Source: an optimization exercise on an open RTL-to-GDS flow (aim: small area, a short achievable clock period and few clock cycles per item). Production flows keep margins and buffers that such runs may drop. Function was checked by simulation only, so behaviour that the tests miss may differ from the original. Power figures rest on the tool's default switching activity, not on a simulated workload.

==> inputs of 06-17 <==
==> flow/design.v <==
module adder (A, B, result);
  parameter WIDTH = 32;
  input logic [WIDTH-1:0] A, B;
  output logic [WIDTH-1:0] result;
  assign result = A + B;
endmodule
module xorer (A, B, result);
  parameter WIDTH = 32;
  input logic [WIDTH-1:0] A, B;
  output logic [WIDTH-1:0] result;
  assign result = A ^ B;
endmodule
module xorer3 (A, B, C, result);
  parameter WIDTH = 32;
  input logic [WIDTH-1:0] A, B, C;
  output logic [WIDTH-1:0] result;
  assign result = A ^ B ^ C;
endmodule
module bcrypt_core (
  input  logic         clk,
  input  logic         reset_l,
  input  logic         start,
  input  logic [4:0]   cost,
  input  logic [127:0] salt,
  input  logic [575:0] key,
  output logic [31:0]  s_addr,
  output logic [3:0]   s_we,
  output logic [127:0] s_wdata,
  input  logic [127:0] s_rdata,
  output logic [191:0] hash,
  output logic         done
);
  localparam logic [575:0] PI_P = 576'h8979fb1b9216d5d9b54709173f84d5b5c97c50ddc0ac29b734e90c6cbe5466cf38d01377452821e6ec4e6c89082efa98299f31d0a40938220370734413198a2e85a308d3243f6a88;
  localparam logic [191:0] CTEXT = {32'h6f756274, 32'h63727944, 32'h64657253, 32'h65686f6c, 32'h65616e42, 32'h4f727068};
  localparam logic [1:0] PH_SALTED = 2'd0,   
                         PH_KEY    = 2'd1,   
                         PH_SALT   = 2'd2,   
                         PH_CTEXT  = 2'd3;   
  localparam logic [9:0] CNT_P0 = 10'd1015;  
  logic         busy, done_r;
  logic [4:0]   k;        
  logic [1:0]   phase;
  logic [9:0]   cnt;      
  logic [575:0] P;        
  logic [31:0]  l, r;     
  logic [63:0]  c1, c2;   
  wire in_exp  = (phase != PH_CTEXT);
  wire ppart   = in_exp & cnt[9];
  wire keyen   = in_exp & (cnt == CNT_P0);
  wire salten  = (phase == PH_SALTED) & (k[4:1] == 4'd0);
  wire pfix    = in_exp & ((cnt[9:3] == 7'h7f) | (cnt == 10'd0));
  wire [3:0] pidx = cnt[3:0] - 4'd8;
  wire byp     = pfix & (k[4:1] == pidx);
  wire k17     = (k == 5'd17);
  wire exp_end = in_exp & (cnt == 10'd511);
  wire ct_end  = (cnt == 10'd191);
  wire [31:0] iter_inc = {1'b0, c1[30:0]} + 32'd1;
  logic it_last;          
  logic [17:0] kh;
  always_comb
    for (int i = 0; i < 18; i++) kh[i] = (k == i);
  logic [31:0] kmux, pi_w;
  always_comb begin
    kmux = 32'h0;
    pi_w = 32'h0;
    for (int i = 0; i < 18; i++) begin
      kmux = kmux | ({32{kh[i]}} & key[32*i +: 32]);
      pi_w = pi_w | ({32{kh[i]}} & PI_P[32*i +: 32]);
    end
  end
  wire [1:0]  ssel = (phase == PH_SALT) ? k[1:0] : {~cnt[0], k[0]};
  wire [31:0] smux = salt[32*ssel +: 32];
  wire [31:0] kw    = (phase == PH_SALT) ? smux : kmux;
  logic [31:0] pv;
  always_comb begin
    pv = P[31:0];
    if (keyen & (phase == PH_SALTED)) pv = pi_w;
    if (byp) pv = k[0] ? c2[63:32] : c2[31:0];
  end
  wire [31:0] tailv = pv ^ (keyen ? kw : 32'h0);
  wire [31:0] head  = tailv ^ (salten ? smux : 32'h0);
  wire [31:0] f_a = s_rdata[31:0] + s_rdata[63:32];
  wire [31:0] f_x = f_a ^ s_rdata[95:64];
  wire [31:0] f   = f_x + s_rdata[127:96];
  wire [31:0] t   = r ^ head;
  wire        fen = (k != 5'd0);
  wire [31:0] l_next = t ^ (fen ? f : 32'h0);
  wire sw = busy & in_exp & ~cnt[9] & (k >= 5'd16);
  logic [31:0] a_alt, a_f, a_t;
  logic [3:0]  use_f;
  always_comb begin
    a_f = {f[7:0], f[15:8], f[23:16], f[31:24]};
    a_t = {t[7:0], t[15:8], t[23:16], t[31:24]};
    a_alt = {t[7:0], t[15:8], t[23:16], t[31:24]};
    use_f = {4{fen}};
    s_we = 4'b0000;
    s_wdata = {4{l ^ ((k == 5'd16) ? ((cnt == 10'd0) ? c2[63:32] : P[63:32]) : 32'h0)}};
    if (sw) begin
      s_we[cnt[8:7]] = 1'b1;
      use_f[cnt[8:7]] = 1'b0;
      a_alt[8*cnt[8:7] +: 8] = {cnt[6:0], k[0]};
    end
    for (int b = 0; b < 4; b++)
      s_addr[8*b +: 8] = (a_f[8*b +: 8] & {8{use_f[b]}}) ^ (use_f[b] ? a_t[8*b +: 8] : a_alt[8*b +: 8]);
  end
  assign hash = {l, r, c2, c1};
  assign done = done_r;
  always_ff @(posedge clk)
    P <= {tailv, P[575:32]};
  always_ff @(posedge clk)
    it_last <= iter_inc[cost];
  always_ff @(posedge clk) begin
    if (~reset_l) begin
      busy   <= 1'b0;
      done_r <= 1'b0;
    end
    else if (!busy) begin
      if (start) begin
        busy   <= 1'b1;
        done_r <= 1'b0;
        phase  <= PH_SALTED;
        cnt    <= CNT_P0;
        k      <= 5'd0;
        c1[30:0] <= 31'd0;
        r      <= 32'h0;
        l      <= 32'h0;
      end
    end
    else begin
      k <= k17 ? 5'd0 : k + 5'd1;
      if (!k17) begin
        l <= l_next;
        r <= l;
      end
      else if (phase == PH_CTEXT) begin
        cnt <= cnt + 10'd1;
        if (ct_end) begin
          r      <= t;
          busy   <= 1'b0;
          done_r <= 1'b1;
        end
        else begin
          r  <= c1[31:0];
          l  <= c1[63:32];
          c1 <= c2;
          c2 <= {l, t};
        end
      end
      else if (exp_end) begin
        cnt <= CNT_P0;
        r   <= 32'h0;
        l   <= 32'h0;
        if (phase == PH_SALT) begin
          if (it_last) begin
            phase <= PH_CTEXT;
            cnt   <= 10'd0;
            r     <= CTEXT[31:0];
            l     <= CTEXT[63:32];
            c1    <= CTEXT[127:64];
            c2    <= CTEXT[191:128];
          end
          else begin
            c1[30:0] <= iter_inc[30:0];
            phase <= PH_KEY;
          end
        end
        else
          phase <= phase + 2'd1;
      end
      else begin
        r   <= t;
        cnt <= cnt + 10'd1;
        if (ppart) c2 <= {l, t};
      end
    end
  end
endmodule
==> flow/flow/run.sh <==
#!/bin/bash
# The standard layout, with the ports buffered by buf_1 cells.
set -euo pipefail
export BUFFER_PORTS_ARGS="-buffer_cell sky130_fd_sc_hd__buf_1"
bash standard.sh > standard.log 2>&1
==> flow/standard.sh <==
#!/bin/bash
# synth_recipe.tcl (not shown) runs the flow's synth.tcl, then flattens the netlist and writes it again
# the make line also repeats each setting of config.mk as NAME=value (left out here)
make -C /OpenROAD-flow-scripts/flow DESIGN_CONFIG=/design/flow/config.mk WORK_HOME=/design/flow/orfs CLKGATE_MAP_FILE= SYNTH_SCRIPT=/design/flow/synth_recipe.tcl "${@:-finish}"
==> flow/config.mk <==
export PLATFORM = sky130hd
export DESIGN_NAME = bcrypt_core
export DESIGN_NICKNAME = bcrypt_core
export VERILOG_FILES = /design/flow/design.v
export SDC_FILE = /design/flow/constraint.sdc
export NUM_CORES = 4
export LEC_CHECK = 0
export CAP_MARGIN = 30
export CORE_MARGIN = 2
export CORE_UTILIZATION = 20
export CTS_CLUSTER_DIAMETER = 100
export CTS_CLUSTER_SIZE = 24
export PLACE_DENSITY = 0.75
export SETUP_SLACK_MARGIN = 3
export SLEW_MARGIN = 40
==> flow/constraint.sdc <==
create_clock -name core_clock -period 10.0 [get_ports {clk}]
set_input_delay 2.0000 -clock core_clock [delete_from_list [all_inputs] [get_ports {clk}]]
set_output_delay 2.0000 -clock core_clock [all_outputs]
set_load 0.01 [all_outputs]
==> inputs of 06-05, as changes to 06-17 <==
==> flow/flow/run.sh (replaced) <==
#!/bin/bash
# The standard layout, with the ports buffered by buf_1 cells and the pins
# allowed on every routing track (the die is too small for two-track spacing).
set -euo pipefail
export BUFFER_PORTS_ARGS="-buffer_cell sky130_fd_sc_hd__buf_1"
export PLACE_PINS_ARGS="-min_distance 1 -min_distance_in_tracks"
bash standard.sh > standard.log 2>&1
--- a/flow/config.mk
+++ b/flow/config.mk
@@ -9,5 +9,5 @@
 export CORE_MARGIN = 2
-export CORE_UTILIZATION = 20
+export CORE_UTILIZATION = 35
 export CTS_CLUSTER_DIAMETER = 100
-export CTS_CLUSTER_SIZE = 24
+export CTS_CLUSTER_SIZE = 20
 export PLACE_DENSITY = 0.75
==> reports/summary.log <==
[outcome] result of the run complete, no violations
[final_layout] non-filler instance count after layout 7030
[routing] DRT Pass-1 Iters 8
[timing] minimum setup slack in the final design 1.780 ns
[critical_path] Critical-path top delay cell ha_1
[power_and_ir_drop] Clock power frac 22.2%
[power_and_ir_drop] switching part of the total 35.48%
[power_and_ir_drop] power attributed to the clock group 1.84 mW
[global_routing] met1 GRT Util 30.62%
(the above is from 06-17)
==> reports/summary.log <==
[final_layout] number of multi-input combinational cells in the layout 2243
[yosys] average size of a mapped cell 10.66 sq um
[global_routing] met1 GRT Util 42.17%
[power_and_ir_drop] switching part of the total 32.83%
[power_and_ir_drop] Clock power frac 24.0%
[outcome] result of the run complete, no violations
[critical_path] Critical-path top delay cell a2111oi_4
[routing] DRT Pass-1 Iters 19
[timing] minimum setup slack in the final design 1.737 ns
[power_and_ir_drop] power attributed to the clock group 1.93 mW
[yosys] Synth Cell Area 0.03618 sq mm
(the above is from 06-05)
Testbench counts of 06-17, summed over its fixed seeds: cycles 681,180, hashes 18.
Testbench counts of 06-05, summed over its fixed seeds: cycles 681,180, hashes 18.

-- re-timing with driven ports --
In the flow no input, the clock included, has a driving cell. The finished layouts below were timed again as built, in two steps.
Step 1 sets driving cells, clkbuf_16 on the clock port and buf_2 on the other inputs (assumed; they add their load-dependent delay and slew).
Step 2, shift: input delay + t, output delay - t, t = (earliest + latest rising clock arrival at the registers) / 2. This alone moves slack from input paths to output paths.
a / b / c = no drivers / after step 1 / after step 2; a / b = the first two.
| run | t, ns | slack for setup (ns) | hold WS [ns] | worst slew at a driven data input, ns |
|---|---|---|---|---|
| 06-17 | 0.727 | 1.780 / 1.737 / 1.737 | 0.315 / 0.315 / 0.315 | 0.55 |
| 06-05 | 0.678 | 1.737 / 1.700 / 1.700 | 0.297 / 0.297 / 0.297 | 0.43 |
After both steps setup and hold are still met in every run listed. For 06-17, which loses most, drivers alone change the setup slack by -0.043 ns; drivers and shift together by -0.043 ns.
